Source: an optimization exercise on an open RTL-to-GDS flow (aim: small area and a short achievable clock period). Production flows keep margins and buffers that such runs may drop.
Only simulation tests tie the RTL to the original design; equivalence was not proved.
No activity file was given, so power comes from the tool's default toggle rates.

==> trial 32 <==
==> flow/design.v <==
module arm_core #(parameter N = 64)
	(input  logic CLOCK_50, reset,
	 output logic [N-1:0] IM_addr,
	 input  logic [31:0] IM_readData,
	 output logic [N-1:0] DM_writeData, DM_addr,
	 output logic DM_writeEnable, DM_readEnable,
	 input  logic [N-1:0] DM_readData);
	function automatic logic [63:0] ks_add64(input logic [63:0] a, b, input logic ci);
		logic [63:0] p, g, pp, gg, c;
		p = a ^ b;
		g = a & b;
		pp = p; gg = g;
		for (int d = 1; d < 64; d = d * 2) begin
			for (int i = 63; i >= d; i--) begin
				gg[i] = gg[i] | (pp[i] & gg[i-d]);
				pp[i] = pp[i] & pp[i-d];
			end
		end
		c = {gg[62:0] | (pp[62:0] & {63{ci}}), ci};
		ks_add64 = p ^ c;
	endfunction
	function automatic logic [19:0] ks_add19(input logic [18:0] a, b);
		logic [18:0] p, g, pp, gg;
		p = a ^ b;
		g = a & b;
		pp = p; gg = g;
		for (int d = 1; d < 19; d = d * 2) begin
			for (int i = 18; i >= d; i--) begin
				gg[i] = gg[i] | (pp[i] & gg[i-d]);
				pp[i] = pp[i] & pp[i-d];
			end
		end
		ks_add19 = {gg[18], p ^ {gg[17:0], 1'b0}};
	endfunction
	logic [63:0] pc_q;
	logic        m_taken;
	logic [63:0] m_res;
	assign IM_addr = pc_q;
	always_ff @(posedge CLOCK_50, posedge reset)
		if (reset) pc_q[63:2] <= 62'd0;
		else       pc_q[63:2] <= m_taken ? m_res[63:2] : pc_q[63:2] + 62'd1;
	assign pc_q[1:0] = 2'b00;
	logic [31:0] ins;
	assign ins = IM_readData;
	logic f_add, f_sub, f_and, f_orr, f_ld, f_st, f_cbz;
	assign f_add = ins[31:21] == 11'b10001011000;
	assign f_sub = ins[31:21] == 11'b11001011000;
	assign f_and = ins[31:21] == 11'b10001010000;
	assign f_orr = ins[31:21] == 11'b10101010000;
	assign f_ld  = ins[31:21] == 11'b11111000010;
	assign f_st  = ins[31:21] == 11'b11111000000;
	assign f_cbz = ins[31:24] == 8'b10110100;
	logic [63:0] regs [0:30];
	logic [30:0] written;
	logic        m_we;
	logic [4:0]  m_rd;
	logic        m_ld;
	logic [63:0] wdata;
	assign wdata = m_ld ? DM_readData : m_res;
	genvar g;
	generate
		for (g = 0; g < 31; g = g + 1) begin : r
			always_ff @(posedge CLOCK_50)
				if (m_we && m_rd == 5'(g)) regs[g] <= wdata;
			always_ff @(posedge CLOCK_50, posedge reset)
				if (reset) written[g] <= 1'b0;
				else written[g] <= written_n[g];
			assign written_n[g] = written[g] | (m_we && m_rd == 5'(g));
		end
	endgenerate
	logic d_add, d_sub, d_and, d_orr, d_ld, d_st, d_cbz;
	logic [23:0] d_ins;
	logic [63:0] d_pc;
	logic [18:0] d_tlo;
	logic        d_tinc, d_tdec;
	logic [18:0] f_tlo;
	logic        f_tco;
	assign {f_tco, f_tlo} = ks_add19(pc_q[20:2], ins[23:5]);
	logic [30:0] d_s1, d_s2;
	logic [4:0]  d_ra2;
	logic [30:0] written_n;
	logic [4:0]  f_ra1, f_ra2;
	assign f_ra1 = ins[9:5];
	assign f_ra2 = (f_st | f_cbz) ? ins[4:0] : ins[20:16];
	always_ff @(posedge CLOCK_50, posedge reset)
		if (reset) {d_add, d_sub, d_and, d_orr, d_ld, d_st, d_cbz} <= 7'd0;
		else       {d_add, d_sub, d_and, d_orr, d_ld, d_st, d_cbz} <=
		           {f_add, f_sub, f_and, f_orr, f_ld, f_st, f_cbz};
	always_ff @(posedge CLOCK_50) begin
		d_ins <= ins[23:0];
		d_pc  <= pc_q;
		d_tlo <= f_tlo;
		d_tinc <= f_tco & ~ins[23];    
		d_tdec <= ~f_tco & ins[23];    
		for (int i = 0; i < 31; i++) begin
			d_s1[i] <= !f_cbz && f_ra1 == 5'(i) && written_n[i];
			d_s2[i] <= f_ra2 == 5'(i) && written_n[i];
		end
		d_ra2 <= f_ra2;
	end
	logic [63:0] target;
	logic [18:0] tlo;
	assign tlo = d_tlo;
	logic [42:0] all1, all0;
	always_comb begin
		all1[0] = 1'b1;
		all0[0] = 1'b1;
		for (int i = 1; i < 43; i++) begin
			all1[i] = all1[i-1] & d_pc[20+i];
			all0[i] = all0[i-1] & ~d_pc[20+i];
		end
	end
	assign target[1:0]   = d_pc[1:0];
	assign target[20:2]  = tlo;
	assign target[63:21] = d_pc[63:21] ^ (({43{d_tinc}} & all1) | ({43{d_tdec}} & all0));
	logic [4:0] d_i1, d_i2;
	logic [31:0] wr32;
	assign wr32 = {1'b1, written};
	assign d_i1 = (!d_cbz && !wr32[d_ins[9:5]]) ? d_ins[9:5] : 5'd0;
	assign d_i2 = !wr32[d_ra2] ? d_ra2 : 5'd0;
	logic [63:0] rd1, rd2;
	always_comb begin
		rd1 = (d_cbz ? target : 64'd0) | {59'd0, d_i1};
		rd2 = {59'd0, d_i2};
		for (int i = 0; i < 31; i++) begin
			rd1 = rd1 | (d_s1[i] ? regs[i] : 64'd0);
			rd2 = rd2 | (d_s2[i] ? regs[i] : 64'd0);
		end
	end
	logic [63:0] e_a, e_b;
	logic [8:0]  e_imm;
	logic [4:0]  e_rd;
	logic e_sub, e_and, e_orr, e_ldst, e_ld, e_st, e_cbz, e_we;
	always_ff @(posedge CLOCK_50, posedge reset)
		if (reset) {e_sub, e_and, e_orr, e_ldst, e_ld, e_st, e_cbz, e_we} <= 8'd0;
		else       {e_sub, e_and, e_orr, e_ldst, e_ld, e_st, e_cbz, e_we} <=
		           {d_sub, d_and, d_orr, d_ld | d_st, d_ld, d_st, d_cbz,
		            d_add | d_sub | d_and | d_orr | d_ld};
	always_ff @(posedge CLOCK_50) begin
		e_a   <= rd1;
		e_b   <= d_sub ? ~rd2 : rd2;
		e_imm <= d_ins[20:12];
		e_rd  <= d_ins[4:0];
	end
	logic [63:0] bop, sum, res;
	assign bop = e_ldst ? {{55{e_imm[8]}}, e_imm} : e_b;
	assign sum = ks_add64(e_a, bop, e_sub);
	always_comb
		if (e_and)      res = e_a & e_b;
		else if (e_orr) res = e_a | e_b;
		else if (e_cbz) res = e_a;
		else            res = sum;
	logic [63:0] m_wd;
	logic m_st;
	always_ff @(posedge CLOCK_50, posedge reset)
		if (reset) {m_we, m_ld, m_st, m_taken} <= 4'd0;
		else       {m_we, m_ld, m_st, m_taken} <=
		           {e_we, e_ld, e_st, e_cbz && e_b == 64'd0};
	always_ff @(posedge CLOCK_50) begin
		m_res <= res;
		m_wd  <= e_b;
		m_rd  <= e_rd;
	end
	assign DM_addr        = m_res;
	assign DM_writeData   = m_wd;
	assign DM_writeEnable = m_st;
	assign DM_readEnable  = m_ld;
endmodule
==> flow/run.sh <==
#!/bin/bash
# synth_recipe.tcl (not shown) runs the flow's synth.tcl, then flattens the netlist and writes it again
# the make line also repeats each setting of config.mk as NAME=value (left out here)
make -C /OpenROAD-flow-scripts/flow DESIGN_CONFIG=/design/flow/config.mk WORK_HOME=/design/flow/orfs CLKGATE_MAP_FILE= SYNTH_SCRIPT=/design/flow/synth_recipe.tcl finish
==> flow/config.mk <==
export PLATFORM = sky130hd
export DESIGN_NAME = arm_core
export DESIGN_NICKNAME = arm_core
export VERILOG_FILES = /design/flow/design.v
export SDC_FILE = /design/flow/constraint.sdc
export NUM_CORES = 4
export LEC_CHECK = 0
export CAP_MARGIN = 20
export CORE_MARGIN = 2
export CORE_UTILIZATION = 40
export PLACE_DENSITY = 0.55
export SETUP_SLACK_MARGIN = 5
export SLEW_MARGIN = 20
export TNS_END_PERCENT = 20
==> flow/constraint.sdc <==
create_clock -name core_clock -period 10.0 [get_ports {CLOCK_50}]
set_input_delay 2.0000 -clock core_clock [delete_from_list [all_inputs] [get_ports {CLOCK_50}]]
set_output_delay 2.0000 -clock core_clock [all_outputs]
set_load 0.01 [all_outputs]
==> trial 5 (differences from trial 32) <==
==> flow/design.v, changed modules only <==
module arm_core #(parameter N = 64)
	(input  logic CLOCK_50, reset,
	 output logic [N-1:0] IM_addr,
	 input  logic [31:0] IM_readData,
	 output logic [N-1:0] DM_writeData, DM_addr,
	 output logic DM_writeEnable, DM_readEnable,
	 input  logic [N-1:0] DM_readData);
	function automatic logic [63:0] ks_add64(input logic [63:0] a, b, input logic ci);
		logic [63:0] p, g, pp, gg, c;
		p = a ^ b;
		g = a & b;
		pp = p; gg = g;
		for (int d = 1; d < 64; d = d * 2) begin
			for (int i = 63; i >= d; i--) begin
				gg[i] = gg[i] | (pp[i] & gg[i-d]);
				pp[i] = pp[i] & pp[i-d];
			end
		end
		c = {gg[62:0] | (pp[62:0] & {63{ci}}), ci};
		ks_add64 = p ^ c;
	endfunction
	logic [63:0] pc_q;
	logic        m_taken;
	logic [63:0] m_res;
	assign IM_addr = pc_q;
	always_ff @(posedge CLOCK_50, posedge reset)
		if (reset) pc_q[63:2] <= 62'd0;
		else       pc_q[63:2] <= m_taken ? m_res[63:2] : pc_q[63:2] + 62'd1;
	assign pc_q[1:0] = 2'b00;
	logic [31:0] ins;
	assign ins = IM_readData;
	logic f_add, f_sub, f_and, f_orr, f_ld, f_st, f_cbz;
	assign f_add = ins[31:21] == 11'b10001011000;
	assign f_sub = ins[31:21] == 11'b11001011000;
	assign f_and = ins[31:21] == 11'b10001010000;
	assign f_orr = ins[31:21] == 11'b10101010000;
	assign f_ld  = ins[31:21] == 11'b11111000010;
	assign f_st  = ins[31:21] == 11'b11111000000;
	assign f_cbz = ins[31:24] == 8'b10110100;
	logic [63:0] regs [0:30];
	logic [30:0] written;
	logic [30:0] m_wen;    
	logic        m_ld;
	logic [63:0] wdata;
	assign wdata = m_ld ? DM_readData : m_res;
	genvar g;
	generate
		for (g = 0; g < 31; g = g + 1) begin : r
			always_ff @(posedge CLOCK_50)
				if (m_wen[g]) regs[g] <= wdata;
			always_ff @(posedge CLOCK_50, posedge reset)
				if (reset) written[g] <= 1'b0;
				else if (m_wen[g]) written[g] <= 1'b1;
		end
	endgenerate
	logic d_add, d_sub, d_and, d_orr, d_ld, d_st, d_cbz;
	logic [23:0] d_ins;
	logic [63:0] d_pc;
	logic [30:0] d_s1, d_s2;
	logic [4:0]  d_ra2;
	logic [4:0]  f_ra1, f_ra2;
	assign f_ra1 = ins[9:5];
	assign f_ra2 = (f_st | f_cbz) ? ins[4:0] : ins[20:16];
	always_ff @(posedge CLOCK_50, posedge reset)
		if (reset) {d_add, d_sub, d_and, d_orr, d_ld, d_st, d_cbz} <= 7'd0;
		else       {d_add, d_sub, d_and, d_orr, d_ld, d_st, d_cbz} <=
		           {f_add, f_sub, f_and, f_orr, f_ld, f_st, f_cbz};
	always_ff @(posedge CLOCK_50) begin
		d_ins <= ins[23:0];
		d_pc  <= pc_q;
		for (int i = 0; i < 31; i++) begin
			d_s1[i] <= !f_cbz && f_ra1 == 5'(i);
			d_s2[i] <= f_ra2 == 5'(i);
		end
		d_ra2 <= f_ra2;
	end
	logic [4:0] d_i1, d_i2;
	logic [31:0] wr32;
	assign wr32 = {1'b1, written};
	assign d_i1 = (!d_cbz && !wr32[d_ins[9:5]]) ? d_ins[9:5] : 5'd0;
	assign d_i2 = !wr32[d_ra2] ? d_ra2 : 5'd0;
	logic [63:0] rd1, rd2;
	always_comb begin
		rd1 = (d_cbz ? d_pc : 64'd0) | {59'd0, d_i1};
		rd2 = {59'd0, d_i2};
		for (int i = 0; i < 31; i++) begin
			rd1 = rd1 | ((d_s1[i] & written[i]) ? regs[i] : 64'd0);
			rd2 = rd2 | ((d_s2[i] & written[i]) ? regs[i] : 64'd0);
		end
	end
	logic [63:0] e_a, e_b;
	logic [63:0] e_sd;
	logic [4:0]  e_rd;
	logic e_sub, e_and, e_orr, e_ld, e_st, e_cbz, e_we;
	always_ff @(posedge CLOCK_50, posedge reset)
		if (reset) {e_sub, e_and, e_orr, e_ld, e_st, e_cbz, e_we} <= 7'd0;
		else       {e_sub, e_and, e_orr, e_ld, e_st, e_cbz, e_we} <=
		           {d_sub, d_and, d_orr, d_ld, d_st, d_cbz,
		            d_add | d_sub | d_and | d_orr | d_ld};
	always_ff @(posedge CLOCK_50) begin
		e_a   <= rd1;
		e_b   <= (d_ld | d_st) ? {{55{d_ins[20]}}, d_ins[20:12]} :
		         d_cbz         ? {{43{d_ins[23]}}, d_ins[23:5], 2'b00} :
		                         (d_sub ? ~rd2 : rd2);
		e_sd  <= rd2;    
		e_rd  <= d_ins[4:0];
	end
	logic [63:0] bop, sum, res;
	assign bop = e_b;
	assign sum = ks_add64(e_a, bop, e_sub);
	always_comb
		if (e_and)      res = e_a & e_b;
		else if (e_orr) res = e_a | e_b;
		else            res = sum;
	logic [63:0] m_wd;
	logic m_st;
	always_ff @(posedge CLOCK_50, posedge reset)
		if (reset) {m_wen, m_ld, m_st, m_taken} <= 34'd0;
		else begin
			for (int i = 0; i < 31; i++) m_wen[i] <= e_we && e_rd == 5'(i);
			{m_ld, m_st, m_taken} <= {e_ld, e_st, e_cbz && e_sd == 64'd0};
		end
	always_ff @(posedge CLOCK_50) begin
		m_res <= res;
		m_wd  <= e_sd;
	end
	assign DM_addr        = m_res;
	assign DM_writeData   = m_wd;
	assign DM_writeEnable = m_st;
	assign DM_readEnable  = m_ld;
endmodule
==> flow/flow/run.sh (new file) <==
#!/bin/bash
# Own layout flow: the standard ORFS flow (standard.sh, standard synthesis
# unchanged), with plain buffers (not delay cells) on the ports and a tighter
# setup repair target. Each tool's output goes to a log file in this folder.
set -euo pipefail
export BUFFER_PORTS_ARGS="-buffer_cell sky130_fd_sc_hd__buf_2"
bash standard.sh SETUP_SLACK_MARGIN=6.5 finish > run_make.log 2>&1
==> flow/standard.sh (new file) <==
#!/bin/bash
# synth_recipe.tcl (not shown) runs the flow's synth.tcl, then flattens the netlist and writes it again
# the make line also repeats each setting of config.mk as NAME=value (left out here)
make -C /OpenROAD-flow-scripts/flow DESIGN_CONFIG=/design/flow/config.mk WORK_HOME=/design/flow/orfs CLKGATE_MAP_FILE= SYNTH_SCRIPT=/design/flow/synth_recipe.tcl "${@:-finish}"
Settings changed: CTS_CLUSTER_DIAMETER set to 80, CTS_CLUSTER_SIZE set to 24, SETUP_SLACK_MARGIN 5 to unset.
removed: flow/run.sh
==> comparison table <==
	trial 5	trial 32
Run status	finished clean	finished clean
Cell Count Post-Placement	10940	10681
Final WL	545000 um	546000 um
Proportion of cell area occupied by registers	0.625	0.590
Routed wire length on met2	218000 um	219000 um
Clock Pin Slew Worst Setup and Hold Paths	0.10 ns	0.06 ns
Total global-route track usage	0.388	0.398
FMAX	249 MHz	208 MHz
Number of standard-cell rows in the floorplan	188	187
Starting Density	0.403	0.402
Standard cell area after detailed placement	0.111 mm2	0.112 mm2
Gp weighted congestion	0.985	0.959
Power attributed to the clock group	6650 uW	10200 uW
Area of combinational cells with multiple inputs	0.0309 mm2	0.0311 mm2
Period Utilization, post-route	0.401	0.481

## afterwards: timing with drivers on the ports
In the flow no input, the clock included, has a driving cell. The finished layouts below were timed again as built, in two steps. Step 1: set_driving_cell puts a clkbuf_16 on CLOCK_50 and a buf_2 on each other input, an assumption about the parent block. Step 2 moves the port delays by t, midway between the first and last clock arrival at a register: inputs arrive t later, outputs are due t later. That takes back most of the time a late clock gives input paths. a / b / c = no drivers / after step 1 / after step 2; a / b = the first two.
run	shift t [ns]	setup slack, ns	worst data-port slew with drivers (ns)	cell pins on the clock port's net
trial 32	1.050	5.186 / 5.186 / 4.174	0.14	1
trial 5	0.980	5.991 / 5.991 / 5.728	0.08	1
After both steps setup and hold are still met in every run listed. For trial 32, which loses most, drivers alone change the setup slack by 0.000 ns; drivers and shift together by -1.012 ns.
